From an optimization exercise on the open Yosys and OpenROAD flow, aimed at small area and a short achievable clock period; shortcuts taken in it are not production practice. Function was checked by simulation only, so behaviour that the tests miss may differ from the original. Power figures rest on the tool's default switching activity, not on a simulated workload.

==> flow/design.v (outline; a module is shown in full before it is edited, if it fits) <==
// module and64: 7 lines
// module or64: 7 lines
// module xnor64: 7 lines
// module xor64_by_1: 7 lines
// module comp_sign_extend: 7 lines
// module set_lsb: 6 lines
// module vadder64: 15 lines
// module shift64: 464 lines
// module lt65: 7 lines
// module gt65: 7 lines
// module mux8_to_1_x64: 38 lines
// module alu64: 534 lines
// module alu64_sync: 49 lines
module alu64_sync(
    input clk,
    input en,
    input MD,
    input [2:0] OP,
    input [63:0] R1,
    input [63:0] R2,
    output reg EQ,
    output reg GT,
    output reg LT,
    output reg OVR,
    output reg [63:0] Q
    );
  // ...
==> flow/flow/run.sh <==
#!/bin/bash
# Layout flow: the standard.sh throughout, with two changes.
#  1. Synthesis runs with a copy of the ORFS scripts whose ABC area script is
#     replaced by flow/abc_area.script (ABC map in area mode);
#     everything else in synthesis (synth_recipe.tcl, synth.tcl) is unchanged.
#  2. The port buffers use the smallest buffer cell (buf_1).
set -euo pipefail
rm -rf scripts_mod
cp -r "$FLOW_HOME/scripts" scripts_mod
cp flow/abc_area.script scripts_mod/abc_area.script
bash standard.sh SCRIPTS_DIR="$PWD/scripts_mod" ABC_AREA=1 synth > synth.log 2>&1
bash standard.sh BUFFER_PORTS_ARGS="-buffer_cell sky130_fd_sc_hd__buf_1" finish > standard.log 2>&1
==> flow/flow/abc_area.script <==
strash
dch
map -a
topo
stime -c
buffer -c
upsize -c
dnsize -c
==> flow/standard.sh <==
#!/bin/bash
# synth_recipe.tcl (not shown) runs the flow's synth.tcl, then flattens the netlist and writes it again
# the make line also repeats each setting of config.mk as NAME=value (left out here)
make -C /OpenROAD-flow-scripts/flow DESIGN_CONFIG=/design/flow/config.mk WORK_HOME=/design/flow/orfs CLKGATE_MAP_FILE= SYNTH_SCRIPT=/design/flow/synth_recipe.tcl "${@:-finish}"
==> flow/config.mk <==
export PLATFORM = sky130hd
export DESIGN_NAME = alu64_sync
export DESIGN_NICKNAME = alu64_sync
export VERILOG_FILES = /design/flow/design.v
export SDC_FILE = /design/flow/constraint.sdc
export NUM_CORES = 4
export LEC_CHECK = 0
export ABC_AREA = 1
export CAP_MARGIN = 20
export CORE_MARGIN = 2
export CORE_UTILIZATION = 40
export CTS_BUF_LIST = sky130_fd_sc_hd__clkbuf_4 sky130_fd_sc_hd__clkbuf_8
export SETUP_SLACK_MARGIN = 1.5
export SLEW_MARGIN = 20
==> flow/constraint.sdc <==
create_clock -name core_clock -period 4.0 [get_ports {clk}]
set_input_delay 0.8000 -clock core_clock [delete_from_list [all_inputs] [get_ports {clk}]]
set_output_delay 0.8000 -clock core_clock [all_outputs]
set_load 0.01 [all_outputs]
==> impl_metrics.json, run 1 <==
{
  "clock_power_share": 0.215,
  "worst-path-buf-inv": 3,
  "ctsResizeCount": 117,
  "comb_power_share": 0.435,
  "synthDominantCellAreaShare": 0.220,
  "layout.clock_buffers": 22,
  "tapcell.inserted": 461,
  "critical_path_required_ps": 4420,
  "synth_top_family_by_area": "compound AO/OA/AOI/OAI gates",
  "synth.mux.area_fraction": 0.0117,
  "p_sw_frac": 0.425,
  "vias_per_cell": 6.08,
  "synth-seq-area-share": 0.220,
  "clkSlewWorstSetupHoldPaths_ps": 100,
  "setup.worst_path.start_class": "primary input",
  "initial_standard_cell_utilization_of_the_core": 0.407,
  "critical_path.endpoint_type": "flip-flop",
  "yosysMostFrequentCell": "sky130_fd_sc_hd__nand2_1",
  "max_stage_delay_ps": 370,
  "comb_power_mw": 2.42,
  "outcome": "finished clean",
  "slew_headroom": 0.349,
  "die_width_um": 195,
  "setup_viol": 0,
  "rsz0062_at_grt": "yes",
  "setup.worst_path.end": "BC_r[11]",
  "route.met3.wl_mm": 6.64,
  "avgRoutedWirePerCell_um": 22.7,
  "groute.layer.met1.usage": 0.468,
  "multi_input_area_um2": 10700,
  "post_synth_xor_area_fraction": 0.0380,
  "top_cells_by_area_in_the_synthesized_netlist": "sky130_fd_sc_hd__dfxtp_1 (22%), sky130_fd_sc_hd__nand2_1 (11%), sky130_fd_sc_hd__o21ai_0 (10%)",
  "final_critical_path_setup_slack_ps": 1190,
  "multi_input_area_share": 0.598,
  "synth_cell_types": 54,
  "wire_length_of_the_first_global_routing_pass_mm": 100,
  "first_global_vias": 16400,
  "floorplan.io_pins": 202,
  "fin_tns_setup_ps": 0,
  "post_synthesis_sequential_element_count": 160,
  "crit_top_cell": "sky130_fd_sc_hd__a21oi_2",
  "clk_latency_ps": 480,
  "num-nets-final": 2739,
  "post_synthesis_area_per_instance_um2": 6.15,
  "timing.final.max_slew_violations": 0
}
==> module alu64, before the edit <==
module alu64(en, MD, OP, R1, R2, D, V, FILL, REV, ADD, BC, SLT, SGT, LT, EQ, OVR);
    input en;
    input MD;
    input [2:0] OP;
    input [63:0] R1;
    input [63:0] R2;
    output [63:0] D;       
    output [5:0] V;        
    output FILL;           
    output REV;            
    output ADD;            
    output [15:1] BC;       
    output SLT;            
    output SGT;            
    output LT;
    output EQ;
    output OVR;
    wire [63:0] a = R1;
    wire [63:0] b = R2;
    wire [63:0] p = a ^ b ^ {64{MD}};    
    wire [63:0] g = a & ~p;              
    wire [63:0] cl;    
    wire g0c = g[0] | (p[0] & MD);
    wire G0_1 = g[1] | (p[1] & g0c);
    wire P0_1 = p[1] & p[0];
    wire G0_3 = g[3] | (p[3] & g[2]);
    wire P0_3 = p[3] & p[2];
    wire G1_2 = g[2] | (p[2] & G0_1);
    wire P1_2 = p[2] & P0_1;
    wire G1_3 = G0_3 | (P0_3 & G0_1);
    wire P1_3 = P0_3 & P0_1;
    assign cl[0] = MD;
    assign cl[1] = g0c;
    assign cl[2] = G0_1;
    assign cl[3] = G1_2;
    wire G0_5 = g[5] | (p[5] & g[4]);
    wire P0_5 = p[5] & p[4];
    wire G0_7 = g[7] | (p[7] & g[6]);
    wire P0_7 = p[7] & p[6];
    wire G1_6 = g[6] | (p[6] & G0_5);
    wire P1_6 = p[6] & P0_5;
    wire G1_7 = G0_7 | (P0_7 & G0_5);
    wire P1_7 = P0_7 & P0_5;
    assign cl[4] = 1'b0;
    assign cl[5] = g[4];
    assign cl[6] = G0_5;
    assign cl[7] = G1_6;
    wire G0_9 = g[9] | (p[9] & g[8]);
    wire P0_9 = p[9] & p[8];
    wire G0_11 = g[11] | (p[11] & g[10]);
    wire P0_11 = p[11] & p[10];
    wire G1_10 = g[10] | (p[10] & G0_9);
    wire P1_10 = p[10] & P0_9;
    wire G1_11 = G0_11 | (P0_11 & G0_9);
    wire P1_11 = P0_11 & P0_9;
    assign cl[8] = 1'b0;
    assign cl[9] = g[8];
    assign cl[10] = G0_9;
    assign cl[11] = G1_10;
    wire G0_13 = g[13] | (p[13] & g[12]);
    wire P0_13 = p[13] & p[12];
    wire G0_15 = g[15] | (p[15] & g[14]);
    wire P0_15 = p[15] & p[14];
    wire G1_14 = g[14] | (p[14] & G0_13);
    wire P1_14 = p[14] & P0_13;
    wire G1_15 = G0_15 | (P0_15 & G0_13);
    wire P1_15 = P0_15 & P0_13;
    assign cl[12] = 1'b0;
    assign cl[13] = g[12];
    assign cl[14] = G0_13;
    assign cl[15] = G1_14;
    wire G0_17 = g[17] | (p[17] & g[16]);
    wire P0_17 = p[17] & p[16];
    wire G0_19 = g[19] | (p[19] & g[18]);
    wire P0_19 = p[19] & p[18];
    wire G1_18 = g[18] | (p[18] & G0_17);
    wire P1_18 = p[18] & P0_17;
    wire G1_19 = G0_19 | (P0_19 & G0_17);
    wire P1_19 = P0_19 & P0_17;
    assign cl[16] = 1'b0;
    assign cl[17] = g[16];
    assign cl[18] = G0_17;
    assign cl[19] = G1_18;
    wire G0_21 = g[21] | (p[21] & g[20]);
    wire P0_21 = p[21] & p[20];
    wire G0_23 = g[23] | (p[23] & g[22]);
    wire P0_23 = p[23] & p[22];
    wire G1_22 = g[22] | (p[22] & G0_21);
    wire P1_22 = p[22] & P0_21;
    wire G1_23 = G0_23 | (P0_23 & G0_21);
    wire P1_23 = P0_23 & P0_21;
    assign cl[20] = 1'b0;
    assign cl[21] = g[20];
    assign cl[22] = G0_21;
    assign cl[23] = G1_22;
    wire G0_25 = g[25] | (p[25] & g[24]);
    wire P0_25 = p[25] & p[24];
    wire G0_27 = g[27] | (p[27] & g[26]);
    wire P0_27 = p[27] & p[26];
    wire G1_26 = g[26] | (p[26] & G0_25);
    wire P1_26 = p[26] & P0_25;
    wire G1_27 = G0_27 | (P0_27 & G0_25);
    wire P1_27 = P0_27 & P0_25;
    assign cl[24] = 1'b0;
    assign cl[25] = g[24];
    assign cl[26] = G0_25;
    assign cl[27] = G1_26;
    wire G0_29 = g[29] | (p[29] & g[28]);
    wire P0_29 = p[29] & p[28];
    wire G0_31 = g[31] | (p[31] & g[30]);
    wire P0_31 = p[31] & p[30];
    wire G1_30 = g[30] | (p[30] & G0_29);
    wire P1_30 = p[30] & P0_29;
    wire G1_31 = G0_31 | (P0_31 & G0_29);
    wire P1_31 = P0_31 & P0_29;
    assign cl[28] = 1'b0;
    assign cl[29] = g[28];
    assign cl[30] = G0_29;
    assign cl[31] = G1_30;
    wire G0_33 = g[33] | (p[33] & g[32]);
    wire P0_33 = p[33] & p[32];
    wire G0_35 = g[35] | (p[35] & g[34]);
    wire P0_35 = p[35] & p[34];
    wire G1_34 = g[34] | (p[34] & G0_33);
    wire P1_34 = p[34] & P0_33;
    wire G1_35 = G0_35 | (P0_35 & G0_33);
    wire P1_35 = P0_35 & P0_33;
    assign cl[32] = 1'b0;
    assign cl[33] = g[32];
    assign cl[34] = G0_33;
    assign cl[35] = G1_34;
    wire G0_37 = g[37] | (p[37] & g[36]);
    wire P0_37 = p[37] & p[36];
    wire G0_39 = g[39] | (p[39] & g[38]);
    wire P0_39 = p[39] & p[38];
    wire G1_38 = g[38] | (p[38] & G0_37);
    wire P1_38 = p[38] & P0_37;
    wire G1_39 = G0_39 | (P0_39 & G0_37);
    wire P1_39 = P0_39 & P0_37;
    assign cl[36] = 1'b0;
    assign cl[37] = g[36];
    assign cl[38] = G0_37;
    assign cl[39] = G1_38;
    wire G0_41 = g[41] | (p[41] & g[40]);
    wire P0_41 = p[41] & p[40];
    wire G0_43 = g[43] | (p[43] & g[42]);
    wire P0_43 = p[43] & p[42];
    wire G1_42 = g[42] | (p[42] & G0_41);
    wire P1_42 = p[42] & P0_41;
    wire G1_43 = G0_43 | (P0_43 & G0_41);
    wire P1_43 = P0_43 & P0_41;
    assign cl[40] = 1'b0;
    assign cl[41] = g[40];
    assign cl[42] = G0_41;
    assign cl[43] = G1_42;
    wire G0_45 = g[45] | (p[45] & g[44]);
    wire P0_45 = p[45] & p[44];
    wire G0_47 = g[47] | (p[47] & g[46]);
    wire P0_47 = p[47] & p[46];
    wire G1_46 = g[46] | (p[46] & G0_45);
    wire P1_46 = p[46] & P0_45;
    wire G1_47 = G0_47 | (P0_47 & G0_45);
    wire P1_47 = P0_47 & P0_45;
    assign cl[44] = 1'b0;
    assign cl[45] = g[44];
    assign cl[46] = G0_45;
    assign cl[47] = G1_46;
    wire G0_49 = g[49] | (p[49] & g[48]);
    wire P0_49 = p[49] & p[48];
    wire G0_51 = g[51] | (p[51] & g[50]);
    wire P0_51 = p[51] & p[50];
    wire G1_50 = g[50] | (p[50] & G0_49);
    wire P1_50 = p[50] & P0_49;
    wire G1_51 = G0_51 | (P0_51 & G0_49);
    wire P1_51 = P0_51 & P0_49;
    assign cl[48] = 1'b0;
    assign cl[49] = g[48];
    assign cl[50] = G0_49;
    assign cl[51] = G1_50;
    wire G0_53 = g[53] | (p[53] & g[52]);
    wire P0_53 = p[53] & p[52];
    wire G0_55 = g[55] | (p[55] & g[54]);
    wire P0_55 = p[55] & p[54];
    wire G1_54 = g[54] | (p[54] & G0_53);
    wire P1_54 = p[54] & P0_53;
    wire G1_55 = G0_55 | (P0_55 & G0_53);
    wire P1_55 = P0_55 & P0_53;
    assign cl[52] = 1'b0;
    assign cl[53] = g[52];
    assign cl[54] = G0_53;
    assign cl[55] = G1_54;
    wire G0_57 = g[57] | (p[57] & g[56]);
    wire P0_57 = p[57] & p[56];
    wire G0_59 = g[59] | (p[59] & g[58]);
    wire P0_59 = p[59] & p[58];
    wire G1_58 = g[58] | (p[58] & G0_57);
    wire P1_58 = p[58] & P0_57;
    wire G1_59 = G0_59 | (P0_59 & G0_57);
    wire P1_59 = P0_59 & P0_57;
    assign cl[56] = 1'b0;
    assign cl[57] = g[56];
    assign cl[58] = G0_57;
    assign cl[59] = G1_58;
    wire G0_61 = g[61] | (p[61] & g[60]);
    wire P0_61 = p[61] & p[60];
    wire G0_63 = g[63] | (p[63] & g[62]);
    wire P0_63 = p[63] & p[62];
    wire G1_62 = g[62] | (p[62] & G0_61);
    wire P1_62 = p[62] & P0_61;
    wire G1_63 = G0_63 | (P0_63 & G0_61);
    wire P1_63 = P0_63 & P0_61;
    assign cl[60] = 1'b0;
    assign cl[61] = g[60];
    assign cl[62] = G0_61;
    assign cl[63] = G1_62;
    wire BG0_1 = G1_7 | (P1_7 & G1_3);
    wire BP0_1 = P1_7 & P1_3;
    wire BG0_3 = G1_15 | (P1_15 & G1_11);
    wire BP0_3 = P1_15 & P1_11;
    wire BG0_5 = G1_23 | (P1_23 & G1_19);
    wire BP0_5 = P1_23 & P1_19;
    wire BG0_7 = G1_31 | (P1_31 & G1_27);
    wire BP0_7 = P1_31 & P1_27;
    wire BG0_9 = G1_39 | (P1_39 & G1_35);
    wire BP0_9 = P1_39 & P1_35;
    wire BG0_11 = G1_47 | (P1_47 & G1_43);
    wire BP0_11 = P1_47 & P1_43;
    wire BG0_13 = G1_55 | (P1_55 & G1_51);
    wire BP0_13 = P1_55 & P1_51;
    wire BG0_15 = G1_63 | (P1_63 & G1_59);
    wire BP0_15 = P1_63 & P1_59;
    wire BG1_2 = G1_11 | (P1_11 & BG0_1);
    wire BP1_2 = P1_11 & BP0_1;
    wire BG1_3 = BG0_3 | (BP0_3 & BG0_1);
    wire BP1_3 = BP0_3 & BP0_1;
    wire BG1_6 = G1_27 | (P1_27 & BG0_5);
    wire BP1_6 = P1_27 & BP0_5;
    wire BG1_7 = BG0_7 | (BP0_7 & BG0_5);
    wire BP1_7 = BP0_7 & BP0_5;
    wire BG1_10 = G1_43 | (P1_43 & BG0_9);
    wire BP1_10 = P1_43 & BP0_9;
    wire BG1_11 = BG0_11 | (BP0_11 & BG0_9);
    wire BP1_11 = BP0_11 & BP0_9;
    wire BG1_14 = G1_59 | (P1_59 & BG0_13);
    wire BP1_14 = P1_59 & BP0_13;
    wire BG1_15 = BG0_15 | (BP0_15 & BG0_13);
    wire BP1_15 = BP0_15 & BP0_13;
    wire BG2_4 = G1_19 | (P1_19 & BG1_3);
    wire BP2_4 = P1_19 & BP1_3;
    wire BG2_5 = BG0_5 | (BP0_5 & BG1_3);
    wire BP2_5 = BP0_5 & BP1_3;
    wire BG2_6 = BG1_6 | (BP1_6 & BG1_3);
    wire BP2_6 = BP1_6 & BP1_3;
    wire BG2_7 = BG1_7 | (BP1_7 & BG1_3);
    wire BP2_7 = BP1_7 & BP1_3;
    wire BG2_12 = G1_51 | (P1_51 & BG1_11);
    wire BP2_12 = P1_51 & BP1_11;
    wire BG2_13 = BG0_13 | (BP0_13 & BG1_11);
    wire BP2_13 = BP0_13 & BP1_11;
    wire BG2_14 = BG1_14 | (BP1_14 & BG1_11);
    wire BP2_14 = BP1_14 & BP1_11;
    wire BG2_15 = BG1_15 | (BP1_15 & BG1_11);
    wire BP2_15 = BP1_15 & BP1_11;
    wire BG3_8 = G1_35 | (P1_35 & BG2_7);
    wire BP3_8 = P1_35 & BP2_7;
    wire BG3_9 = BG0_9 | (BP0_9 & BG2_7);
    wire BP3_9 = BP0_9 & BP2_7;
    wire BG3_10 = BG1_10 | (BP1_10 & BG2_7);
    wire BP3_10 = BP1_10 & BP2_7;
    wire BG3_11 = BG1_11 | (BP1_11 & BG2_7);
    wire BP3_11 = BP1_11 & BP2_7;
    wire BG3_12 = BG2_12 | (BP2_12 & BG2_7);
    wire BP3_12 = BP2_12 & BP2_7;
    wire BG3_13 = BG2_13 | (BP2_13 & BG2_7);
    wire BP3_13 = BP2_13 & BP2_7;
    wire BG3_14 = BG2_14 | (BP2_14 & BG2_7);
    wire BP3_14 = BP2_14 & BP2_7;
    wire BG3_15 = BG2_15 | (BP2_15 & BG2_7);
    wire BP3_15 = BP2_15 & BP2_7;
    wire [16:0] bc;    
    assign bc[0] = MD;
    assign bc[1] = G1_3;
    assign bc[2] = BG0_1;
    assign bc[3] = BG1_2;
    assign bc[4] = BG1_3;
    assign bc[5] = BG2_4;
    assign bc[6] = BG2_5;
    assign bc[7] = BG2_6;
    assign bc[8] = BG2_7;
    assign bc[9] = BG3_8;
    assign bc[10] = BG3_9;
    assign bc[11] = BG3_10;
    assign bc[12] = BG3_11;
    assign bc[13] = BG3_12;
    assign bc[14] = BG3_13;
    assign bc[15] = BG3_14;
    assign bc[16] = BG3_15;
    wire [63:0] s0 = p ^ cl;
    assign OVR = bc[16];
    wire [63:0] x = a ^ b;
    wire [63:0] lg;    
    wire [63:0] le;    
    assign lg[62:0] = ~a[62:0] & x[62:0];
    assign lg[63] = x[63] & (a[63] ^ MD);
    assign le = ~x;
    wire CL0_0 = lg[1] | (le[1] & lg[0]);
    wire CE0_0 = le[1] & le[0];
    wire CL0_1 = lg[3] | (le[3] & lg[2]);
    wire CE0_1 = le[3] & le[2];
    wire CL0_2 = lg[5] | (le[5] & lg[4]);
    wire CE0_2 = le[5] & le[4];
    wire CL0_3 = lg[7] | (le[7] & lg[6]);
    wire CE0_3 = le[7] & le[6];
    wire CL0_4 = lg[9] | (le[9] & lg[8]);
    wire CE0_4 = le[9] & le[8];
    wire CL0_5 = lg[11] | (le[11] & lg[10]);
    wire CE0_5 = le[11] & le[10];
    wire CL0_6 = lg[13] | (le[13] & lg[12]);
    wire CE0_6 = le[13] & le[12];
    wire CL0_7 = lg[15] | (le[15] & lg[14]);
    wire CE0_7 = le[15] & le[14];
    wire CL0_8 = lg[17] | (le[17] & lg[16]);
    wire CE0_8 = le[17] & le[16];
    wire CL0_9 = lg[19] | (le[19] & lg[18]);
    wire CE0_9 = le[19] & le[18];
    wire CL0_10 = lg[21] | (le[21] & lg[20]);
    wire CE0_10 = le[21] & le[20];
    wire CL0_11 = lg[23] | (le[23] & lg[22]);
    wire CE0_11 = le[23] & le[22];
    wire CL0_12 = lg[25] | (le[25] & lg[24]);
    wire CE0_12 = le[25] & le[24];
    wire CL0_13 = lg[27] | (le[27] & lg[26]);
    wire CE0_13 = le[27] & le[26];
    wire CL0_14 = lg[29] | (le[29] & lg[28]);
    wire CE0_14 = le[29] & le[28];
    wire CL0_15 = lg[31] | (le[31] & lg[30]);
    wire CE0_15 = le[31] & le[30];
    wire CL0_16 = lg[33] | (le[33] & lg[32]);
    wire CE0_16 = le[33] & le[32];
    wire CL0_17 = lg[35] | (le[35] & lg[34]);
    wire CE0_17 = le[35] & le[34];
    wire CL0_18 = lg[37] | (le[37] & lg[36]);
    wire CE0_18 = le[37] & le[36];
    wire CL0_19 = lg[39] | (le[39] & lg[38]);
    wire CE0_19 = le[39] & le[38];
    wire CL0_20 = lg[41] | (le[41] & lg[40]);
    wire CE0_20 = le[41] & le[40];
    wire CL0_21 = lg[43] | (le[43] & lg[42]);
    wire CE0_21 = le[43] & le[42];
    wire CL0_22 = lg[45] | (le[45] & lg[44]);
    wire CE0_22 = le[45] & le[44];
    wire CL0_23 = lg[47] | (le[47] & lg[46]);
    wire CE0_23 = le[47] & le[46];
    wire CL0_24 = lg[49] | (le[49] & lg[48]);
    wire CE0_24 = le[49] & le[48];
    wire CL0_25 = lg[51] | (le[51] & lg[50]);
    wire CE0_25 = le[51] & le[50];
    wire CL0_26 = lg[53] | (le[53] & lg[52]);
    wire CE0_26 = le[53] & le[52];
    wire CL0_27 = lg[55] | (le[55] & lg[54]);
    wire CE0_27 = le[55] & le[54];
    wire CL0_28 = lg[57] | (le[57] & lg[56]);
    wire CE0_28 = le[57] & le[56];
    wire CL0_29 = lg[59] | (le[59] & lg[58]);
    wire CE0_29 = le[59] & le[58];
    wire CL0_30 = lg[61] | (le[61] & lg[60]);
    wire CE0_30 = le[61] & le[60];
    wire CL0_31 = lg[63] | (le[63] & lg[62]);
    wire CE0_31 = le[63] & le[62];
    wire CL1_0 = CL0_1 | (CE0_1 & CL0_0);
    wire CE1_0 = CE0_1 & CE0_0;
    wire CL1_1 = CL0_3 | (CE0_3 & CL0_2);
    wire CE1_1 = CE0_3 & CE0_2;
    wire CL1_2 = CL0_5 | (CE0_5 & CL0_4);
    wire CE1_2 = CE0_5 & CE0_4;
    wire CL1_3 = CL0_7 | (CE0_7 & CL0_6);
    wire CE1_3 = CE0_7 & CE0_6;
    wire CL1_4 = CL0_9 | (CE0_9 & CL0_8);
    wire CE1_4 = CE0_9 & CE0_8;
    wire CL1_5 = CL0_11 | (CE0_11 & CL0_10);
    wire CE1_5 = CE0_11 & CE0_10;
    wire CL1_6 = CL0_13 | (CE0_13 & CL0_12);
    wire CE1_6 = CE0_13 & CE0_12;
    wire CL1_7 = CL0_15 | (CE0_15 & CL0_14);
    wire CE1_7 = CE0_15 & CE0_14;
    wire CL1_8 = CL0_17 | (CE0_17 & CL0_16);
    wire CE1_8 = CE0_17 & CE0_16;
    wire CL1_9 = CL0_19 | (CE0_19 & CL0_18);
    wire CE1_9 = CE0_19 & CE0_18;
    wire CL1_10 = CL0_21 | (CE0_21 & CL0_20);
    wire CE1_10 = CE0_21 & CE0_20;
    wire CL1_11 = CL0_23 | (CE0_23 & CL0_22);
    wire CE1_11 = CE0_23 & CE0_22;
    wire CL1_12 = CL0_25 | (CE0_25 & CL0_24);
    wire CE1_12 = CE0_25 & CE0_24;
    wire CL1_13 = CL0_27 | (CE0_27 & CL0_26);
    wire CE1_13 = CE0_27 & CE0_26;
    wire CL1_14 = CL0_29 | (CE0_29 & CL0_28);
    wire CE1_14 = CE0_29 & CE0_28;
    wire CL1_15 = CL0_31 | (CE0_31 & CL0_30);
    wire CE1_15 = CE0_31 & CE0_30;
    wire CL2_0 = CL1_1 | (CE1_1 & CL1_0);
    wire CE2_0 = CE1_1 & CE1_0;
    wire CL2_1 = CL1_3 | (CE1_3 & CL1_2);
    wire CE2_1 = CE1_3 & CE1_2;
    wire CL2_2 = CL1_5 | (CE1_5 & CL1_4);
    wire CE2_2 = CE1_5 & CE1_4;
    wire CL2_3 = CL1_7 | (CE1_7 & CL1_6);
    wire CE2_3 = CE1_7 & CE1_6;
    wire CL2_4 = CL1_9 | (CE1_9 & CL1_8);
    wire CE2_4 = CE1_9 & CE1_8;
    wire CL2_5 = CL1_11 | (CE1_11 & CL1_10);
    wire CE2_5 = CE1_11 & CE1_10;
    wire CL2_6 = CL1_13 | (CE1_13 & CL1_12);
    wire CE2_6 = CE1_13 & CE1_12;
    wire CL2_7 = CL1_15 | (CE1_15 & CL1_14);
    wire CE2_7 = CE1_15 & CE1_14;
    wire CL3_0 = CL2_1 | (CE2_1 & CL2_0);
    wire CE3_0 = CE2_1 & CE2_0;
    wire CL3_1 = CL2_3 | (CE2_3 & CL2_2);
    wire CE3_1 = CE2_3 & CE2_2;
    wire CL3_2 = CL2_5 | (CE2_5 & CL2_4);
    wire CE3_2 = CE2_5 & CE2_4;
    wire CL3_3 = CL2_7 | (CE2_7 & CL2_6);
    wire CE3_3 = CE2_7 & CE2_6;
    wire CL4_0 = CL3_1 | (CE3_1 & CL3_0);
    wire CE4_0 = CE3_1 & CE3_0;
    wire CL4_1 = CL3_3 | (CE3_3 & CL3_2);
    wire CE4_1 = CE3_3 & CE3_2;
    wire CL5_0 = CL4_1 | (CE4_1 & CL4_0);
    wire CE5_0 = CE4_1 & CE4_0;
    assign LT = CL5_0;
    assign EQ = CE5_0;
    wire s_add = en & (OP == 3'b000);
    wire s_shl = en & (OP == 3'b001);
    wire s_shr = en & (OP == 3'b101);
    wire op_x = en & (OP == 3'b100);
    wire op_o = en & (OP == 3'b110);
    wire op_a = en & (OP == 3'b111);
    wire pas = ~en;
    wire sh0 = b[0];
    wire shr_a = s_shr & ~sh0;    
    wire shr_b = s_shr & sh0;     
    wire shl_a = s_shl & ~sh0;    
    wire shl_b = s_shl & sh0;     
    wire t01 = op_x | op_o;
    wire t10 = op_x | op_o | pas | shr_a;
    wire t11 = op_o | op_a | pas | shr_a;
    assign SLT = en & (OP == 3'b010);
    assign SGT = en & (OP == 3'b011);
    assign ADD = s_add;
    assign REV = s_shl;
    assign FILL = s_shr & MD & a[63];
    assign V = {(s_shl | s_shr) ? b[5:1] : 5'd0, 1'b0};
    assign BC[1] = s_add & bc[1];
    assign BC[2] = s_add & bc[2];
    assign BC[3] = s_add & bc[3];
    assign BC[4] = s_add & bc[4];
    assign BC[5] = s_add & bc[5];
    assign BC[6] = s_add & bc[6];
    assign BC[7] = s_add & bc[7];
    assign BC[8] = s_add & bc[8];
    assign BC[9] = s_add & bc[9];
    assign BC[10] = s_add & bc[10];
    assign BC[11] = s_add & bc[11];
    assign BC[12] = s_add & bc[12];
    assign BC[13] = s_add & bc[13];
    assign BC[14] = s_add & bc[14];
    assign BC[15] = s_add & bc[15];
    assign D[0] = (s_add & s0[0]) | (b[0] ? (a[0] ? t11 : t01) : (a[0] & t10)) | (shl_a & a[63]) | (shr_b & a[1]) | (shl_b & a[62]);
    assign D[1] = (s_add & s0[1]) | (b[1] ? (a[1] ? t11 : t01) : (a[1] & t10)) | (shl_a & a[62]) | (shr_b & a[2]) | (shl_b & a[61]);
    assign D[2] = (s_add & s0[2]) | (b[2] ? (a[2] ? t11 : t01) : (a[2] & t10)) | (shl_a & a[61]) | (shr_b & a[3]) | (shl_b & a[60]);
    assign D[3] = (s_add & s0[3]) | (b[3] ? (a[3] ? t11 : t01) : (a[3] & t10)) | (shl_a & a[60]) | (shr_b & a[4]) | (shl_b & a[59]);
    assign D[4] = (s_add & s0[4]) | (b[4] ? (a[4] ? t11 : t01) : (a[4] & t10)) | (shl_a & a[59]) | (shr_b & a[5]) | (shl_b & a[58]);
    assign D[5] = (s_add & s0[5]) | (b[5] ? (a[5] ? t11 : t01) : (a[5] & t10)) | (shl_a & a[58]) | (shr_b & a[6]) | (shl_b & a[57]);
    assign D[6] = (s_add & s0[6]) | (b[6] ? (a[6] ? t11 : t01) : (a[6] & t10)) | (shl_a & a[57]) | (shr_b & a[7]) | (shl_b & a[56]);
    assign D[7] = (s_add & s0[7]) | (b[7] ? (a[7] ? t11 : t01) : (a[7] & t10)) | (shl_a & a[56]) | (shr_b & a[8]) | (shl_b & a[55]);
    assign D[8] = (s_add & s0[8]) | (b[8] ? (a[8] ? t11 : t01) : (a[8] & t10)) | (shl_a & a[55]) | (shr_b & a[9]) | (shl_b & a[54]);
    assign D[9] = (s_add & s0[9]) | (b[9] ? (a[9] ? t11 : t01) : (a[9] & t10)) | (shl_a & a[54]) | (shr_b & a[10]) | (shl_b & a[53]);
    assign D[10] = (s_add & s0[10]) | (b[10] ? (a[10] ? t11 : t01) : (a[10] & t10)) | (shl_a & a[53]) | (shr_b & a[11]) | (shl_b & a[52]);
    assign D[11] = (s_add & s0[11]) | (b[11] ? (a[11] ? t11 : t01) : (a[11] & t10)) | (shl_a & a[52]) | (shr_b & a[12]) | (shl_b & a[51]);
    assign D[12] = (s_add & s0[12]) | (b[12] ? (a[12] ? t11 : t01) : (a[12] & t10)) | (shl_a & a[51]) | (shr_b & a[13]) | (shl_b & a[50]);
    assign D[13] = (s_add & s0[13]) | (b[13] ? (a[13] ? t11 : t01) : (a[13] & t10)) | (shl_a & a[50]) | (shr_b & a[14]) | (shl_b & a[49]);
    assign D[14] = (s_add & s0[14]) | (b[14] ? (a[14] ? t11 : t01) : (a[14] & t10)) | (shl_a & a[49]) | (shr_b & a[15]) | (shl_b & a[48]);
    assign D[15] = (s_add & s0[15]) | (b[15] ? (a[15] ? t11 : t01) : (a[15] & t10)) | (shl_a & a[48]) | (shr_b & a[16]) | (shl_b & a[47]);
    assign D[16] = (s_add & s0[16]) | (b[16] ? (a[16] ? t11 : t01) : (a[16] & t10)) | (shl_a & a[47]) | (shr_b & a[17]) | (shl_b & a[46]);
    assign D[17] = (s_add & s0[17]) | (b[17] ? (a[17] ? t11 : t01) : (a[17] & t10)) | (shl_a & a[46]) | (shr_b & a[18]) | (shl_b & a[45]);
    assign D[18] = (s_add & s0[18]) | (b[18] ? (a[18] ? t11 : t01) : (a[18] & t10)) | (shl_a & a[45]) | (shr_b & a[19]) | (shl_b & a[44]);
    assign D[19] = (s_add & s0[19]) | (b[19] ? (a[19] ? t11 : t01) : (a[19] & t10)) | (shl_a & a[44]) | (shr_b & a[20]) | (shl_b & a[43]);
    assign D[20] = (s_add & s0[20]) | (b[20] ? (a[20] ? t11 : t01) : (a[20] & t10)) | (shl_a & a[43]) | (shr_b & a[21]) | (shl_b & a[42]);
    assign D[21] = (s_add & s0[21]) | (b[21] ? (a[21] ? t11 : t01) : (a[21] & t10)) | (shl_a & a[42]) | (shr_b & a[22]) | (shl_b & a[41]);
    assign D[22] = (s_add & s0[22]) | (b[22] ? (a[22] ? t11 : t01) : (a[22] & t10)) | (shl_a & a[41]) | (shr_b & a[23]) | (shl_b & a[40]);
    assign D[23] = (s_add & s0[23]) | (b[23] ? (a[23] ? t11 : t01) : (a[23] & t10)) | (shl_a & a[40]) | (shr_b & a[24]) | (shl_b & a[39]);
    assign D[24] = (s_add & s0[24]) | (b[24] ? (a[24] ? t11 : t01) : (a[24] & t10)) | (shl_a & a[39]) | (shr_b & a[25]) | (shl_b & a[38]);
    assign D[25] = (s_add & s0[25]) | (b[25] ? (a[25] ? t11 : t01) : (a[25] & t10)) | (shl_a & a[38]) | (shr_b & a[26]) | (shl_b & a[37]);
    assign D[26] = (s_add & s0[26]) | (b[26] ? (a[26] ? t11 : t01) : (a[26] & t10)) | (shl_a & a[37]) | (shr_b & a[27]) | (shl_b & a[36]);
    assign D[27] = (s_add & s0[27]) | (b[27] ? (a[27] ? t11 : t01) : (a[27] & t10)) | (shl_a & a[36]) | (shr_b & a[28]) | (shl_b & a[35]);
    assign D[28] = (s_add & s0[28]) | (b[28] ? (a[28] ? t11 : t01) : (a[28] & t10)) | (shl_a & a[35]) | (shr_b & a[29]) | (shl_b & a[34]);
    assign D[29] = (s_add & s0[29]) | (b[29] ? (a[29] ? t11 : t01) : (a[29] & t10)) | (shl_a & a[34]) | (shr_b & a[30]) | (shl_b & a[33]);
    assign D[30] = (s_add & s0[30]) | (b[30] ? (a[30] ? t11 : t01) : (a[30] & t10)) | (shl_a & a[33]) | (shr_b & a[31]) | (shl_b & a[32]);
    assign D[31] = (s_add & s0[31]) | (b[31] ? (a[31] ? t11 : t01) : (a[31] & t10)) | (shl_a & a[32]) | (shr_b & a[32]) | (shl_b & a[31]);
    assign D[32] = (s_add & s0[32]) | (b[32] ? (a[32] ? t11 : t01) : (a[32] & t10)) | (shl_a & a[31]) | (shr_b & a[33]) | (shl_b & a[30]);
    assign D[33] = (s_add & s0[33]) | (b[33] ? (a[33] ? t11 : t01) : (a[33] & t10)) | (shl_a & a[30]) | (shr_b & a[34]) | (shl_b & a[29]);
    assign D[34] = (s_add & s0[34]) | (b[34] ? (a[34] ? t11 : t01) : (a[34] & t10)) | (shl_a & a[29]) | (shr_b & a[35]) | (shl_b & a[28]);
    assign D[35] = (s_add & s0[35]) | (b[35] ? (a[35] ? t11 : t01) : (a[35] & t10)) | (shl_a & a[28]) | (shr_b & a[36]) | (shl_b & a[27]);
    assign D[36] = (s_add & s0[36]) | (b[36] ? (a[36] ? t11 : t01) : (a[36] & t10)) | (shl_a & a[27]) | (shr_b & a[37]) | (shl_b & a[26]);
    assign D[37] = (s_add & s0[37]) | (b[37] ? (a[37] ? t11 : t01) : (a[37] & t10)) | (shl_a & a[26]) | (shr_b & a[38]) | (shl_b & a[25]);
    assign D[38] = (s_add & s0[38]) | (b[38] ? (a[38] ? t11 : t01) : (a[38] & t10)) | (shl_a & a[25]) | (shr_b & a[39]) | (shl_b & a[24]);
    assign D[39] = (s_add & s0[39]) | (b[39] ? (a[39] ? t11 : t01) : (a[39] & t10)) | (shl_a & a[24]) | (shr_b & a[40]) | (shl_b & a[23]);
    assign D[40] = (s_add & s0[40]) | (b[40] ? (a[40] ? t11 : t01) : (a[40] & t10)) | (shl_a & a[23]) | (shr_b & a[41]) | (shl_b & a[22]);
    assign D[41] = (s_add & s0[41]) | (b[41] ? (a[41] ? t11 : t01) : (a[41] & t10)) | (shl_a & a[22]) | (shr_b & a[42]) | (shl_b & a[21]);
    assign D[42] = (s_add & s0[42]) | (b[42] ? (a[42] ? t11 : t01) : (a[42] & t10)) | (shl_a & a[21]) | (shr_b & a[43]) | (shl_b & a[20]);
    assign D[43] = (s_add & s0[43]) | (b[43] ? (a[43] ? t11 : t01) : (a[43] & t10)) | (shl_a & a[20]) | (shr_b & a[44]) | (shl_b & a[19]);
    assign D[44] = (s_add & s0[44]) | (b[44] ? (a[44] ? t11 : t01) : (a[44] & t10)) | (shl_a & a[19]) | (shr_b & a[45]) | (shl_b & a[18]);
    assign D[45] = (s_add & s0[45]) | (b[45] ? (a[45] ? t11 : t01) : (a[45] & t10)) | (shl_a & a[18]) | (shr_b & a[46]) | (shl_b & a[17]);
    assign D[46] = (s_add & s0[46]) | (b[46] ? (a[46] ? t11 : t01) : (a[46] & t10)) | (shl_a & a[17]) | (shr_b & a[47]) | (shl_b & a[16]);
    assign D[47] = (s_add & s0[47]) | (b[47] ? (a[47] ? t11 : t01) : (a[47] & t10)) | (shl_a & a[16]) | (shr_b & a[48]) | (shl_b & a[15]);
    assign D[48] = (s_add & s0[48]) | (b[48] ? (a[48] ? t11 : t01) : (a[48] & t10)) | (shl_a & a[15]) | (shr_b & a[49]) | (shl_b & a[14]);
    assign D[49] = (s_add & s0[49]) | (b[49] ? (a[49] ? t11 : t01) : (a[49] & t10)) | (shl_a & a[14]) | (shr_b & a[50]) | (shl_b & a[13]);
    assign D[50] = (s_add & s0[50]) | (b[50] ? (a[50] ? t11 : t01) : (a[50] & t10)) | (shl_a & a[13]) | (shr_b & a[51]) | (shl_b & a[12]);
    assign D[51] = (s_add & s0[51]) | (b[51] ? (a[51] ? t11 : t01) : (a[51] & t10)) | (shl_a & a[12]) | (shr_b & a[52]) | (shl_b & a[11]);
    assign D[52] = (s_add & s0[52]) | (b[52] ? (a[52] ? t11 : t01) : (a[52] & t10)) | (shl_a & a[11]) | (shr_b & a[53]) | (shl_b & a[10]);
    assign D[53] = (s_add & s0[53]) | (b[53] ? (a[53] ? t11 : t01) : (a[53] & t10)) | (shl_a & a[10]) | (shr_b & a[54]) | (shl_b & a[9]);
    assign D[54] = (s_add & s0[54]) | (b[54] ? (a[54] ? t11 : t01) : (a[54] & t10)) | (shl_a & a[9]) | (shr_b & a[55]) | (shl_b & a[8]);
    assign D[55] = (s_add & s0[55]) | (b[55] ? (a[55] ? t11 : t01) : (a[55] & t10)) | (shl_a & a[8]) | (shr_b & a[56]) | (shl_b & a[7]);
    assign D[56] = (s_add & s0[56]) | (b[56] ? (a[56] ? t11 : t01) : (a[56] & t10)) | (shl_a & a[7]) | (shr_b & a[57]) | (shl_b & a[6]);
    assign D[57] = (s_add & s0[57]) | (b[57] ? (a[57] ? t11 : t01) : (a[57] & t10)) | (shl_a & a[6]) | (shr_b & a[58]) | (shl_b & a[5]);
    assign D[58] = (s_add & s0[58]) | (b[58] ? (a[58] ? t11 : t01) : (a[58] & t10)) | (shl_a & a[5]) | (shr_b & a[59]) | (shl_b & a[4]);
    assign D[59] = (s_add & s0[59]) | (b[59] ? (a[59] ? t11 : t01) : (a[59] & t10)) | (shl_a & a[4]) | (shr_b & a[60]) | (shl_b & a[3]);
    assign D[60] = (s_add & s0[60]) | (b[60] ? (a[60] ? t11 : t01) : (a[60] & t10)) | (shl_a & a[3]) | (shr_b & a[61]) | (shl_b & a[2]);
    assign D[61] = (s_add & s0[61]) | (b[61] ? (a[61] ? t11 : t01) : (a[61] & t10)) | (shl_a & a[2]) | (shr_b & a[62]) | (shl_b & a[1]);
    assign D[62] = (s_add & s0[62]) | (b[62] ? (a[62] ? t11 : t01) : (a[62] & t10)) | (shl_a & a[1]) | (shr_b & a[63]) | (shl_b & a[0]);
    assign D[63] = (s_add & s0[63]) | (b[63] ? (a[63] ? t11 : t01) : (a[63] & t10)) | (shl_a & a[0]) | (shr_b & MD & a[63]) | (shl_b & 1'b0);
endmodule
==> run 2, diff against run 1 <==
--- a/flow/design.v
+++ b/flow/design.v
@@ -881,12 +881,11 @@
     assign bc[16] = BG3_15;
     wire [63:0] s0 = p ^ cl;
     assign OVR = bc[16];
-    wire [63:0] x = a ^ b;
-    wire [63:0] lg;    
-    wire [63:0] le;    
-    assign lg[62:0] = ~a[62:0] & x[62:0];
-    assign lg[63] = x[63] & (a[63] ^ MD);
-    assign le = ~x;
+    wire [63:0] lg;
+    wire [63:0] le;
+    assign lg[62:0] = ~a[62:0] & p[62:0];
+    assign lg[63] = a[63] & p[63];
+    assign le = ~p;
     wire CL0_0 = lg[1] | (le[1] & lg[0]);
     wire CE0_0 = le[1] & le[0];
     wire CL0_1 = lg[3] | (le[3] & lg[2]);
@@ -1013,8 +1012,11 @@
     wire CE4_1 = CE3_3 & CE3_2;
     wire CL5_0 = CL4_1 | (CE4_1 & CL4_0);
     wire CE5_0 = CE4_1 & CE4_0;
-    assign LT = CL5_0;
-    assign EQ = CE5_0;
+    wire lt0 = CL5_0;
+    wire eq0 = CE5_0;
+    wire eq1 = &p;
+    assign LT = MD ? ~OVR : lt0;
+    assign EQ = MD ? eq1 : eq0;
     wire s_add = en & (OP == 3'b000);
     wire s_shl = en & (OP == 3'b001);
     wire s_shr = en & (OP == 3'b101);
--- a/flow/flow/run.sh
+++ b/flow/flow/run.sh
@@ -1,7 +1,7 @@
 #!/bin/bash
 # Layout flow: the standard.sh throughout, with two changes.
 #  1. Synthesis runs with a copy of the ORFS scripts whose ABC area script is
-#     replaced by flow/abc_area.script (ABC map in area mode);
+#     replaced by flow/abc_area.script (ABC map with a required time of 1500 ps instead of delay-optimal mapping);
 #     everything else in synthesis (synth_recipe.tcl, synth.tcl) is unchanged.
 #  2. The port buffers use the smallest buffer cell (buf_1).
 set -euo pipefail
==> flow/flow/abc_area.script (replaced) <==
strash
dch
map -D 1500
topo
stime -c
buffer -c
upsize -c
dnsize -c
--- a/flow/config.mk
+++ b/flow/config.mk
@@ -8,7 +8,7 @@
 export ABC_AREA = 1
 export CAP_MARGIN = 20
 export CORE_MARGIN = 2
-export CORE_UTILIZATION = 40
+export CORE_UTILIZATION = 50
 export CTS_BUF_LIST = sky130_fd_sc_hd__clkbuf_4 sky130_fd_sc_hd__clkbuf_8
-export SETUP_SLACK_MARGIN = 1.5
+export SETUP_SLACK_MARGIN = 1.7
 export SLEW_MARGIN = 20
==> run 2 against run 1 <==
Effect of this change:
- clock-buffer cell count down 5
- flip-flop and latch count unchanged
- total power rose by 7.4%
- wire length up 2.7%
- clock power is essentially flat
- via count rose by 7.9%
- non-clock buffer count increased by 68
- final area rose by 9.7%
- area after synthesis up 3.1%
- register-to-register slack improved by 60 ps
- synthesized cell count is 2.2% higher
- critical path type unchanged
- critical endpoint is now EQ_r
- highest routed layer is now met5
==> impl_metrics.json, run 2 <==
{
  "outcome": "finished clean",
  "timing.final.max_slew_violations": 0,
  "design_power_total_mw": 5.97,
  "hold_violation_total_from_the_final_report": 0,
  "die_h_um": 177,
  "critical_path_peak_fanout": 6,
  "synthDominantCellAreaShare": 0.214,
  "die_area_um2": 31300,
  "path_type_of_the_worst_setup_path": "in -> reg",
  "top_cells_by_area_in_the_synthesized_netlist": "sky130_fd_sc_hd__dfxtp_1 (21%), sky130_fd_sc_hd__nand2_1 (13%), sky130_fd_sc_hd__o21ai_0 (10%)",
  "vias_per_cell": 6.49,
  "max_freq_mhz": 411,
  "cts_buffer_depth": 2,
  "yosys-top-cells-count": "sky130_fd_sc_hd__nand2_1 (518), sky130_fd_sc_hd__o21ai_0 (303), sky130_fd_sc_hd__inv_1 (255)",
  "rr_startpoint": "V_r[1]",
  "cts_inserted_buffers": 17,
  "drt_pre_antenna_iters": 7,
  "postSynth.asyncResetShare": 0,
  "top_regs": "D_r x64, Q x64, BC_r x15",
  "setup_viol": 0,
  "postSynthNetCount": 2562,
  "initial_standard_cell_utilization_of_the_core": 0.507,
  "period_minus_slack_ps": 2430,
  "post_layout_nonfiller_instances": 3070,
  "synth-edff-count": 0,
  "cts.sinks": 160,
  "tritoncts": "yes",
  "clock_skew_ps": 19.4,
  "worst-slew-pin-transition_ps": 795,
  "setup.worst_path.end": "EQ_r",
  "grt.total_usage": 0.422,
  "postSynth.topFlopCell": "sky130_fd_sc_hd__dfxtp_1",
  "floorplan.io_pins": 202,
  "seqCellArea_um2": 3210,
  "synth_top_cell_by_area": "sky130_fd_sc_hd__dfxtp_1",
  "mappedNetlistArea_um2": 15000,
  "clk_latency_ps": 480,
  "global_route.overflow_total": 0,
  "share_of_the_cycle_needed_by_the_critical_path_after_routing": 0.608,
  "num-nets-final": 2816,
  "critical_path.endpoint_type": "flip-flop",
  "yosysMostFrequentCell": "sky130_fd_sc_hd__nand2_1",
  "die_width_um": 177,
  "hold_path_depth": 0,
  "irDropWorstVdd_v": 0.000210,
  "power_density_nw_per_um2": 304,
  "layout.filler_cells": 2760,
  "first_global_vias": 17600,
  "netlist_instances": 2413,
  "crit_start": "R1[63]",
  "hpwl_mm": 48.8,
  "wire_length_of_the_first_global_routing_pass_mm": 101,
  "post_synthesis_area_per_instance_um2": 6.21,
  "reg2reg_slack_ps": 1610,
  "antenna_violating_nets_remaining": 0,
  "min-delay-path-class": "reg -> reg",
  "share_of_layout_cells_above_drive_strength_1": 0.244,
  "portBuffers": 201,
  "drt_iter0_markers": 2353,
  "setup.worst_path.start_class": "primary input",
  "slew_headroom": 0.464,
  "dp_cells": 2901,
  "fin_tns_setup_ps": 0,
  "post_synthesis_sequential_element_count": 160,
  "core.rowCount": 63,
  "finalWeightedCongestion": 1.01,
  "multi_input_area_um2": 11900,
  "crit-reg2reg-capture": "Q[50]",
  "cts_hold_bufs": 0,
  "clkSlewWorstSetupHoldPaths_ps": 100,
  "antenna_found_initial": 4,
  "synthesis.yosys.warnings": 1,
  "grt_start_max_net_pins": 82,
  "synth-seq-area-share": 0.214,
  "avgRoutedWirePerCell_um": 23.0,
  "detail_route.drc_violations": 0,
  "number_of_maximum_capacitance_violations": 0,
  "mostFrequentLayoutCells": "sky130_fd_sc_hd__nand2_1 (477), sky130_fd_sc_hd__inv_1 (220), sky130_fd_sc_hd__o21ai_0 (212), sky130_fd_sc_hd__dfxtp_1 (156), sky130_fd_sc_hd__buf_4 (139)",
  "synth_cell_types": 68,
  "core-area_um2": 29600,
  "cp_data_arrival_time_ps": 2790,
  "area_delta_synth_final_pct": 31.4,
  "clock-root-buffer": "sky130_fd_sc_hd__clkbuf_8",
  "critical_path_required_ps": 4360,
  "postRouteWirelength_mm": 70.6,
  "layout.cells.most_common": "sky130_fd_sc_hd__nand2_1",
  "rsz0062_at_grt": "yes",
  "reg2regPathDepth": 11,
  "cellLeakagePower_nw": 8.43,
  "diodes": 0,
  "via_count": 19900,
  "ctsHtreeMaxLevel": 4
}
## run 2: cell types whose count changed after synthesis, sizes merged, moves of 25 or more
cell     previous run  this run
nor2              284       157
nand3             110       140
o2111ai            18        62
xor2               47        77
o221ai             44        18
ha                 47        15
nand2             415       524
a21oi             199       174
## run 2: cells by family (layout without fill, tap and decap cells)
group	after synthesis	count (layout)	synth area share
buf+inv	424	691	0.112
mux	13	13	0.00869
fa+ha+maj	15	15	0.0125
flops	160	160	0.214
compound gates	830	830	0.344
simple gates	889	889	0.251
xor+xnor	82	82	0.0587
## run 2: what timing repair did
item	in CTS	in global routing
setup endpoints to repair	145	135
setup buffers	88	38
pin swaps	48	82
resized for setup	246	332
gates cloned	7	4
## run 2: layout make-up
| class | count | share of cell area |
|---|---|---|
| clock inverters | 15 | 0.00839 |
| repair inverters | 4 | 0.00146 |
| flip-flops and latches | 160 | 0.163 |
| well taps | 390 | 0.0248 |
| clock buffers | 17 | 0.0119 |
| multi-input cells | 1829 | 0.602 |
| inverters | 277 | 0.0557 |
| repair buffers | 378 | 0.132 |
## run 2: report_power, final
| part | total, mW | internal (mW) | switching, mW |
|---|---|---|---|
| Sequential | 1.96 | 1.81 | 0.147 |
| Clock | 1.22 | 0.474 | 0.749 |
| Combinational | 2.79 | 0.981 | 1.81 |
| Total | 5.97 | 3.26 | 2.71 |
## run 2: worst max-delay path, cell delays in order
cell and delay [ps]:
sky130_fd_sc_hd__buf_8 90, sky130_fd_sc_hd__inv_8 30, sky130_fd_sc_hd__or2_4 260, sky130_fd_sc_hd__nand2_4 100, sky130_fd_sc_hd__xor2_4 100, sky130_fd_sc_hd__nor2_4 150, sky130_fd_sc_hd__nand4_1 150, sky130_fd_sc_hd__nor3_4 300
sky130_fd_sc_hd__nand2_2 150, sky130_fd_sc_hd__nor3_4 180, sky130_fd_sc_hd__nand2_2 130, sky130_fd_sc_hd__o32ai_4 340
## run 2: worst min-delay path by stage
stage	startpoint	endpoint	slack, ps
finish	EQ_r	EQ	370
global route	OVR_r	OVR	380
CTS	EQ_r	EQ	370
detailed placement	OVR_r	OVR	340
global placement	OVR_r	OVR	350
floorplan	OVR_r	OVR	310
## run 2: metrics by stage
stage               setup slack (ps)  utilization  hold slack, ps  area [um^2]
CTS                             1600        0.617             368        18200
global placement                 155        0.544             348        16100
global route                    1550        0.666             381        19700
detailed placement               255        0.544             338        16100
finish                          1570        0.666             369        19700
floorplan                       1480            -             310        15100
## run 2: layer usage
metal / GRT usage / wire, um / up-vias
met2: 0.656 / 30500 / 1553
met3: 0.0889 / 8510 / 334
met4: 0.230 / 5170 / 4
li1: - / - / 8936
met5: 0 / 27 / -
met1: 0.544 / 26400 / 9084
==> run 3, diff against run 2 <==
--- a/flow/flow/run.sh
+++ b/flow/flow/run.sh
@@ -1,7 +1,7 @@
 #!/bin/bash
 # Layout flow: the standard.sh throughout, with two changes.
 #  1. Synthesis runs with a copy of the ORFS scripts whose ABC area script is
-#     replaced by flow/abc_area.script (ABC map with a required time of 1500 ps instead of delay-optimal mapping);
+#     replaced by flow/abc_area.script (ABC map with a required time of 2000 ps instead of delay-optimal mapping);
 #     everything else in synthesis (synth_recipe.tcl, synth.tcl) is unchanged.
 #  2. The port buffers use the smallest buffer cell (buf_1).
 set -euo pipefail
==> flow/flow/abc_area.script (replaced) <==
strash
dch
map -D 2000
topo
stime -c
buffer -c
upsize -c
dnsize -c
==> run 3 against run 2 <==
Effect of this change:
- combinational power up 11%
- final area up 6.1%
- clock power about the same
- first-iteration DRC count up 27%
- area after synthesis down 1.3%
- critical path depth unchanged
- die area down 1.3%
- highest routed layer unchanged
==> impl_metrics.json, run 3 <==
{
  "synth-edff-count": 0,
  "clock-root-buffer": "sky130_fd_sc_hd__clkbuf_8",
  "cts_inserted_buffers": 17,
  "worst-slew-pin-transition_ps": 761,
  "mostFrequentLayoutCells": "sky130_fd_sc_hd__nand2_1 (423), sky130_fd_sc_hd__o21ai_0 (196), sky130_fd_sc_hd__inv_1 (189), sky130_fd_sc_hd__buf_4 (166), sky130_fd_sc_hd__dfxtp_1 (155)",
  "first_global_vias": 17400,
  "finalWeightedCongestion": 0.999,
  "critical_path_peak_fanout": 3,
  "p_sw_frac": 0.435,
  "grt.total_usage": 0.415,
  "postRouteWirelength_mm": 75.4,
  "postSynth.topFlopCell": "sky130_fd_sc_hd__dfxtp_1",
  "setup_viol": 0,
  "clk_latency_ps": 490,
  "top_cells_by_area_in_the_synthesized_netlist": "sky130_fd_sc_hd__dfxtp_1 (22%), sky130_fd_sc_hd__nand2_1 (12%), sky130_fd_sc_hd__o21ai_0 (10%)",
  "clock_skew_ps": 16.8,
  "irDropWorstVdd_v": 0.000212,
  "die_width_um": 176,
  "floorplan.io_pins": 202,
  "reg2reg_slack_ps": 1700,
  "p_switching_mw": 2.75,
  "clock_power_share": 0.198,
  "setup.worst_path.start_class": "primary input",
  "share_of_the_cycle_needed_by_the_critical_path_after_routing": 0.684,
  "synth_top_cell_by_area": "sky130_fd_sc_hd__dfxtp_1",
  "num-nets-final": 2853,
  "path_type_of_the_worst_setup_path": "in -> reg",
  "synth_cell_types": 60,
  "timing.hold.worst.start": "OVR_r",
  "via_count": 20900,
  "vias_per_cell": 6.74,
  "comb_power_share": 0.493,
  "netlist_instances": 2389,
  "clkSlewWorstSetupHoldPaths_ps": 90,
  "cts_buffer_depth": 2,
  "grt_start_max_net_pins": 78,
  "core.rowCount": 62,
  "top_regs": "D_r x64, Q x64, BC_r x15",
  "portBuffers": 201,
  "die_area_um2": 30900,
  "number_of_maximum_capacitance_violations": 0,
  "cellLeakagePower_nw": 8.82,
  "ctsHtreeMaxLevel": 4,
  "mappedNetlistArea_um2": 14800,
  "initial_standard_cell_utilization_of_the_core": 0.511,
  "max_freq_mhz": 365,
  "hold_violation_total_from_the_final_report": 0,
  "timing.final.max_slew_violations": 0,
  "layout.filler_cells": 2296,
  "synthDominantCellAreaShare": 0.217,
  "fin_tns_setup_ps": 0,
  "rr_startpoint": "V_r[1]",
  "antenna_found_initial": 4,
  "hold_path_depth": 0,
  "synth-seq-area-share": 0.217,
  "core-area_um2": 28900,
  "cp_data_arrival_time_ps": 3160,
  "pwr-share-seq": 0.309,
  "yosys-top-cells-count": "sky130_fd_sc_hd__nand2_1 (487), sky130_fd_sc_hd__o21ai_0 (300), sky130_fd_sc_hd__inv_1 (272)",
  "period_minus_slack_ps": 2740,
  "final_util": 0.722,
  "drt_iter0_markers": 2981,
  "post_layout_nonfiller_instances": 3102,
  "postSynth.asyncResetShare": 0,
  "post_synthesis_sequential_element_count": 160,
  "crit-reg2reg-capture": "Q[31]",
  "layout.cells.most_common": "sky130_fd_sc_hd__nand2_1",
  "wire_length_of_the_first_global_routing_pass_mm": 98.8,
  "outcome": "finished clean",
  "share_of_layout_cells_above_drive_strength_1": 0.297,
  "critical_path_required_ps": 4420,
  "global_route.overflow_total": 0,
  "worstHoldEndpoint": "OVR",
  "dp_cells": 2875,
  "post_synthesis_area_per_instance_um2": 6.19,
  "yosysMostFrequentCell": "sky130_fd_sc_hd__nand2_1",
  "cts.sinks": 160,
  "area_delta_synth_final_pct": 41.3,
  "antenna_violating_nets_remaining": 0,
  "min-delay-path-class": "reg -> reg",
  "critical_path.endpoint_type": "flip-flop",
  "die_h_um": 176,
  "synthesis.yosys.warnings": 1,
  "postSynthNetCount": 2538,
  "finished_cell_area_um2": 20900,
  "p_int_mw": 3.57,
  "reg2regPathDepth": 11,
  "power_density_nw_per_um2": 303,
  "dpl-instance-area_um2": 16200,
  "tritoncts": "yes",
  "slew_headroom": 0.493,
  "rsz0062_at_grt": "yes",
  "hpwl_mm": 47.7,
  "drt_pre_antenna_iters": 10,
  "avgRoutedWirePerCell_um": 24.3,
  "detail_route.drc_violations": 0
}
==> run 3: power by group through the flow <==
stage               sequential, mW  combinational, mW  clock (mW)
floorplan                     2.01               1.36           0
global placement              1.98               2.14           0
detailed placement            1.99               2.15           0
CTS                           1.95               2.41        1.25
global route                  1.98               3.28        1.31
finish                        1.95               3.11        1.25
==> run 3: what timing repair did <==
action,4_1_cts,5_1_grt
endpoints found under the setup margin,143,134
gates cloned,1,12
gates resized for setup,220,558
hold buffers,0,0
setup buffers,70,111
pin swaps,32,139
==> run 3: layout make-up <==
type / count / area [um^2] / area share
Multi-Input combinational cell: 1799 / 12200 / 0.584
Sequential cell: 160 / 3210 / 0.154
Antenna cell: 1 / 2.50 / 0.000120
Timing Repair inverter: 4 / 28.8 / 0.00138
Inverter: 287 / 1180 / 0.0567
Timing Repair Buffer: 435 / 3360 / 0.161
Clock buffer: 21 / 283 / 0.0135
Clock inverter: 11 / 129 / 0.00617
Tap cell: 384 / 480 / 0.0230
==> run 3: kinds of logic (layout without fill, tap and decap cells) <==
group | Yosys count | after routing | share of synthesized area
fa+ha+maj | 15 | 15 | 0.0127
flops | 160 | 160 | 0.217
simple gates | 864 | 864 | 0.241
buf+inv | 430 | 758 | 0.115
mux | 16 | 16 | 0.0108
compound gates | 816 | 816 | 0.341
xor+xnor | 88 | 88 | 0.0626
other cells | 0 | 1 | 0
==> run 3: per-layer routing <==
layer  routed length [um]  track usage  vias up
met2                32000        0.652     1873
li1                     -            -     8965
met4                 7170        0.222        4
met3                 9820       0.0948      606
met5                   27            0        -
met1                26400        0.528     9457
==> run 3: worst max path at each step <==
| stage | from | to | slack, ps | cells past startpoint |
|---|---|---|---|---|
| finish | R2[14] | LT_r | 1260 | 12 |
| global route | R1[39] | BC_r[15] | 1260 | 17 |
| CTS | R2[12] | BC_r[14] | 1420 | 19 |
| detailed placement | MD | LT_r | 350 | 11 |
| global placement | MD | LT_r | 370 | 11 |
| floorplan | MD | BC_r[14] | 1220 | 15 |
==> run 3: critical path, stage by stage <==
cell	delay (ps)
sky130_fd_sc_hd__buf_1	190
sky130_fd_sc_hd__xor2_1	320
sky130_fd_sc_hd__xor2_2	190
sky130_fd_sc_hd__buf_4	190
sky130_fd_sc_hd__nor2_1	160
sky130_fd_sc_hd__nand3_1	200
sky130_fd_sc_hd__nor4_4	390
sky130_fd_sc_hd__o21a_1	250
sky130_fd_sc_hd__o21ai_1	100
sky130_fd_sc_hd__a21oi_2	170
sky130_fd_sc_hd__nor4_2	60
sky130_fd_sc_hd__mux2i_1	150
==> run 3: stage by stage <==
step,hold slack [ps],power [mW],worst slack (ps)
after floorplan,310,3.36,1220
after global placement,367,4.12,375
after detailed placement,344,4.14,346
after CTS,361,5.61,1420
after global routing,367,6.57,1260
final,363,6.32,1260

## what the ideal ports hide
No port has a modelled driver above. Below, the same layouts with a new extraction and two added sets of constraints.
Step 1, drivers: a clkbuf_16 drives clk and a buf_2 each remaining input, both assumed.
Step 2 also shifts input and output timing later by t, the mid clock arrival at the registers, as if the neighbouring blocks saw the same clock.
a / b / c = ideal / step 1 / step 2; a / b = the first two.
run	shift t [ns]	setup WS [ns]	clock arrival spread, ns
run 1	0.518	1.187 / 1.175 / 0.657	0.021 / 0.022
run 2	0.508	1.569 / 1.484 / 0.977	0.021 / 0.021
run 3	0.518	1.263 / 1.245 / 0.726	0.017 / 0.017
After both steps every run listed still meets setup and hold. The setup slack of run 2, which loses most, moves by -0.085 ns with the drivers and by -0.592 ns with both steps.
